Source: an optimization exercise on an open RTL-to-GDS flow (aim: small area and a short achievable clock period). Production flows keep margins and buffers that such runs may drop.
Where RTL was checked, it was by simulation tests only, not by an equivalence proof against the original.
Power figures rest on the tool's default switching activity, not on a simulated workload.

// Processor
module Processor(
    input wire clk,
    input wire reset,
    input wire [15:0] instruction,
    input wire [31:0] data_in,
    output reg [31:0] pc,
    output wire [9:0] addr,
    output wire [31:0] data_out
    );
function [31:0] rev32(input [31:0] x);
    integer n;
    begin
        for (n = 0; n < 32; n = n + 1) rev32[n] = x[31-n];
    end
endfunction
reg [15:0] i1;
reg [4:0]  op2;
reg [2:0]  a2;
reg [1:0]  c2;
reg [7:0]  v2;
reg        sub2, st2;
reg [31:0] opA, opB;
reg [31:0] res3;
reg [2:0]  d3;
reg        we3, l3, n3;
reg [31:0] R [0:7];
wire isN   = (op2 == 5'd1);
wire isL   = (op2 == 5'd16);
wire isADD = (op2 == 5'd3);
wire isAND = (op2 == 5'd7);
wire isOR  = (op2 == 5'd8);
wire isXOR = (op2 == 5'd9);
wire isNAND= (op2 == 5'd10);
wire isNOR = (op2 == 5'd11);
wire isXNOR= (op2 == 5'd12);
wire isSHR = (op2 == 5'd13);
wire isSRA = (op2 == 5'd14);
wire isSHL = (op2 == 5'd15);
wire isLDC = (op2 == 5'd17);
wire isST  = (op2 == 5'd18);
wire isJA  = (op2 == 5'd19);
wire isJ0  = (op2 == 5'd20);
wire isJC1 = (op2 == 5'd21);
wire isJC2 = (op2 == 5'd22);
wire we    = (op2 >= 5'd3) && (op2 <= 5'd17);
wire [32:0] sum33 = {opA, 1'b1} + {opB ^ {32{sub2}}, sub2};
  ...
For scale: ~3,000 cells after synthesis, ~30,000 um^2 of cells after synthesis.
clock: 6.5 ns
lec_check: 0
cap_margin: 20
core_margin: 2
core_utilization: 40
place_density: 0.6
setup_slack_margin: 4.0
slew_margin: 20
run.sh (not shown) runs the stock make flow with config.mk's settings and CLKGATE_MAP_FILE= SYNTH_SCRIPT=/design/flow/synth_recipe.tcl, a recipe that flattens the netlist after the stock synthesis.
The first run went through all stages and came out clean.
Then changed:
Settings changed: SETUP_SLACK_MARGIN 4.0 to 3.0.
What happened: Design area goes down by 13%; hold slack is worse by 0.0069 ns; first-iteration DRC count falls by 7.5%; die area does not change; via count goes down by 6.6%; sequential power hardly moves.
No run of this note included a check of the RTL's function; only the layout flow was run.

========
rev 12:
Processor, a different RTL version from the one above (not shown whole).
For scale: ~120 I/O pins, roughly 29000 um2 of cells after synthesis.
export LEC_CHECK = 0
export ABC_CLOCK_PERIOD_IN_PS = 3000
export CAP_MARGIN = 20
export CORE_MARGIN = 2
export CORE_UTILIZATION = 40
export PLACE_DENSITY = 0.6
export SLEW_MARGIN = 20
create_clock -name core_clock -period 6.5 [get_ports {clk}]
Input-level comparison between rev 13 and rev 12:
Settings: ABC_CLOCK_PERIOD_IN_PS removed (was 3000).
[summary]
- Comparing rev 12 against rev 13, there is no change at all in global-route usage.
- Any difference in area share of xor/xnor cells in the synthesized design between rev 12 and rev 13 is small enough to ignore.
- Looking at the reports, rev 13 completed the entire flow and the layout it produced met the timing, DRC and antenna checks.
- Reported for rev 12 and rev 13, non-clock buffer count turned out identical to the last digit.
- Comparing rev 12 against rev 13, there is no change at all in synthesis-to-finish area growth.
- Reported for rev 12 and rev 13, post-layout minimum cycle time turned out identical to the last digit.
- The total power was comparable across rev 12 and rev 13.
- From rev 13 to rev 12, number of failing setup endpoints in the final timing report did not move at all.

========
red:
Another version of the RTL of Processor (not shown whole).
## Processor
module Processor(
    input wire clk,
    input wire reset,
    input wire [15:0] instruction,
    input wire [31:0] data_in,
    output reg [31:0] pc,
    output wire [9:0] addr,
    output wire [31:0] data_out
    );
function [31:0] rev32(input [31:0] x);
    integer n;
    begin
        for (n = 0; n < 32; n = n + 1) rev32[n] = x[31-n];
    end
endfunction
reg [15:0] i1;
reg [4:0]  op2;
reg [2:0]  a2;
reg [1:0]  c2;
reg [7:0]  v2;
reg        sub2, st2;
reg [31:0] opA, opB;
reg [31:0] res3;
reg [2:0]  d3;
reg        we3, l3, n3;
reg [31:0] R [0:7];
wire isN   = (op2 == 5'd1);
wire isL   = (op2 == 5'd16);
wire isADD = (op2 == 5'd3);
wire isAND = (op2 == 5'd7);
wire isOR  = (op2 == 5'd8);
wire isXOR = (op2 == 5'd9);
wire isNAND= (op2 == 5'd10);
wire isNOR = (op2 == 5'd11);
wire isXNOR= (op2 == 5'd12);
wire isSHR = (op2 == 5'd13);
wire isSRA = (op2 == 5'd14);
wire isSHL = (op2 == 5'd15);
  ...
export LEC_CHECK = 0
export CAP_MARGIN = 20
export CORE_MARGIN = 2
export CORE_UTILIZATION = 55
export PLACE_DENSITY = 0.75
export SETUP_SLACK_MARGIN = 3.0
export SLEW_MARGIN = 20
create_clock -name core_clock -period 6.5 [get_ports {clk}]
red: PASS, flow complete, no timing, DRC or antenna violations
Here is what was changed in the inputs of blue compared with red.
- swapping 55 for 40 in CORE_UTILIZATION
- swapping 0.75 for 0.6 in PLACE_DENSITY
--- outcome ---
- CTS buffer count of blue exceeds that of red by a few percent.
- Delta(hold slack, blue - red) < 0
- The run showing the smaller non-clock buffer count is red.
- blue and red ended up with nearly the same area occupied by registers.
- From red to blue the numbers moved as follows: number of core rows has increased, setup slack of the critical path after layout shrank by 0.018 ns.
- Against red, blue comes in about 2.7% higher on total chip power.
- Of the two values seen for start point of the critical path, sub2 was produced by red and opA[4] by blue.
- Relative to red, routed wire length has increased by 6.1% in blue.
- Compared with red, blue shows a vertical extent of the die that is about 17% higher.
- Relative to red, critical path depth has decreased by 6 in blue.

========
== raven ==
Processor, a different RTL version from the one above (not shown whole).
Size: about 2,800 cells after synthesis, about 450 flip-flops, roughly 120 I/O pins, about 27,000 sq um of cells after synthesis.
export LEC_CHECK = 0
export CAP_MARGIN = 20
export CORE_MARGIN = 2
export CORE_UTILIZATION = 50
export CTS_BUF_LIST = sky130_fd_sc_hd__clkbuf_16
export CTS_CLUSTER_DIAMETER = 80
export CTS_CLUSTER_SIZE = 24
export PLACE_DENSITY = 0.7
export SETUP_SLACK_MARGIN = 3.1
export SLEW_MARGIN = 20
create_clock -name core_clock -period 6.5 [get_ports {clk}]
--- input diff raven..harbor ---
Settings: CTS_CLUSTER_DIAMETER no longer set, was 80; CTS_BUF_LIST now sky130_fd_sc_hd__clkbuf_8, was sky130_fd_sc_hd__clkbuf_16; SETUP_SLACK_MARGIN now 3.0, was 3.1; CTS_CLUSTER_SIZE no longer set, was 24.
Notes after the runs:
Post-layout utilization of the core: harbor > raven
Compared with raven, in harbor placed wire-length estimate after detailed placement flat, global-route usage up 0.47 points, setup slack down 0.046 ns.
Wire length of the first global-routing pass: harbor vs raven up about 0.8%
Re final routed wire length divided by cell count: harbor and raven aren't equal, and the lower value belongs to harbor.
Worst hold slack was lower in the run labelled raven.
Of harbor and raven, the lower total power belongs to raven.
| total clock buffers created by CTS | harbor vs raven | 50 higher |
Summary — met2 routed wirelength, harbor relative to raven: lower, by 0.93%.
The post-synthesis to final-layout area growth in harbor sits 1.8 points above the value recorded for raven.

========
Processor, a different RTL version from the one above (not shown whole).
export LEC_CHECK = 0
export CAP_MARGIN = 20
export CORE_MARGIN = 2
export CORE_UTILIZATION = 50
export CTS_BUF_LIST = sky130_fd_sc_hd__clkbuf_8
export PLACE_DENSITY = 0.7
export SETUP_SLACK_MARGIN = 2.8
export SLEW_MARGIN = 20
create_clock -name core_clock -period 6.5 [get_ports {clk}]
Change:
SETUP_SLACK_MARGIN = 3.0   (was 2.8)
After rerunning: The new run completed with no timing, DRC or antenna violations. Hold slack loses 0.0033 ns. Sequential share of layout area decreases by 0.33 points. Total power grows slightly.
No functional check of the RTL was part of any run of this note.

========
RTL: one of the versions met above, not the one the previous note started from.
For scale: roughly 2800 cells after synthesis, ~450 flip-flops, about 0.027 mm² of cells after synthesis.
## Processor
module Processor(
    input wire clk,
    input wire reset,
    input wire [15:0] instruction,
    input wire [31:0] data_in,
    output reg [31:0] pc,
    output wire [9:0] addr,
    output wire [31:0] data_out
    );
clock: 6.5 ns
lec_check: 0
cap_margin: 20
core_margin: 2
core_utilization: 50
cts_buf_list: sky130_fd_sc_hd__clkbuf_8
cts_cluster_diameter: 60
cts_cluster_size: 13
place_density: 0.7
setup_slack_margin: 3.1
slew_margin: 20
The baseline produced a clean layout.
Change:
Settings changed: CORE_UTILIZATION 50 to 60, CTS_BUF_LIST sky130_fd_sc_hd__clkbuf_8 to sky130_fd_sc_hd__clkbuf_16, CTS_CLUSTER_DIAMETER 60 to 80, CTS_CLUSTER_SIZE 13 to 24, PLACE_DENSITY 0.7 to 0.8.
The changed run completed without violations.
Die area came out lower by 16%.
Worst setup slack improves by 26 ps.
Critical path depth is higher by 5.
Routed wire length shrinks by 4.8%.

static timing again, ports no longer ideal:
No port has a modelled driver above. Below, the same layouts with a new extraction and two added sets of constraints. Step 1 (the two cells are an assumption about what drives the block):
set clk [get_ports {clk}]
set_driving_cell -lib_cell sky130_fd_sc_hd__clkbuf_16 $clk
set_driving_cell -lib_cell sky130_fd_sc_hd__buf_2 [delete_from_list [all_inputs] $clk]
Step 2 also shifts input and output timing later by t, the mid clock arrival at the registers, as if the neighbouring blocks saw the same clock. Slacks: ideal / step 1 / step 2; pairs: ideal / step 1.
run | t (ns) | setup slack, ns | worst register clock-pin slew, ns
the first run of note 1 | 0.669 | 3.206 / 3.206 / 2.818 | 0.07 / 0.07
the second run of note 1 | 0.648 | 3.060 / 3.035 / 2.468 | 0.06 / 0.06
rev 12 | 0.653 | 1.902 / 1.902 / 1.902 | 0.07 / 0.07
rev 13 | 0.653 | 1.902 / 1.902 / 1.902 | 0.07 / 0.07
red | 0.643 | 2.970 / 2.970 / 2.439 | 0.07 / 0.07
blue | 0.681 | 2.952 / 2.952 / 2.387 | 0.07 / 0.07
raven | 0.657 | 3.068 / 3.068 / 2.526 | 0.10 / 0.10
harbor | 0.726 | 3.023 / 3.037 / 2.326 | 0.07 / 0.07
the first run of note 5 | 0.746 | 2.775 / 2.775 / 2.295 | 0.07 / 0.07
the second run of note 5 | 0.749 | 2.986 / 2.961 / 2.501 | 0.07 / 0.07
the first run of note 6 | 0.696 | 3.035 / 3.035 / 2.374 | 0.10 / 0.10
the second run of note 6 | 0.647 | 3.061 / 3.039 / 2.551 | 0.10 / 0.10
After both steps every run listed still meets setup and hold. The setup slack of harbor, which loses most, moves by +0.014 ns with the drivers and by -0.697 ns with both steps.
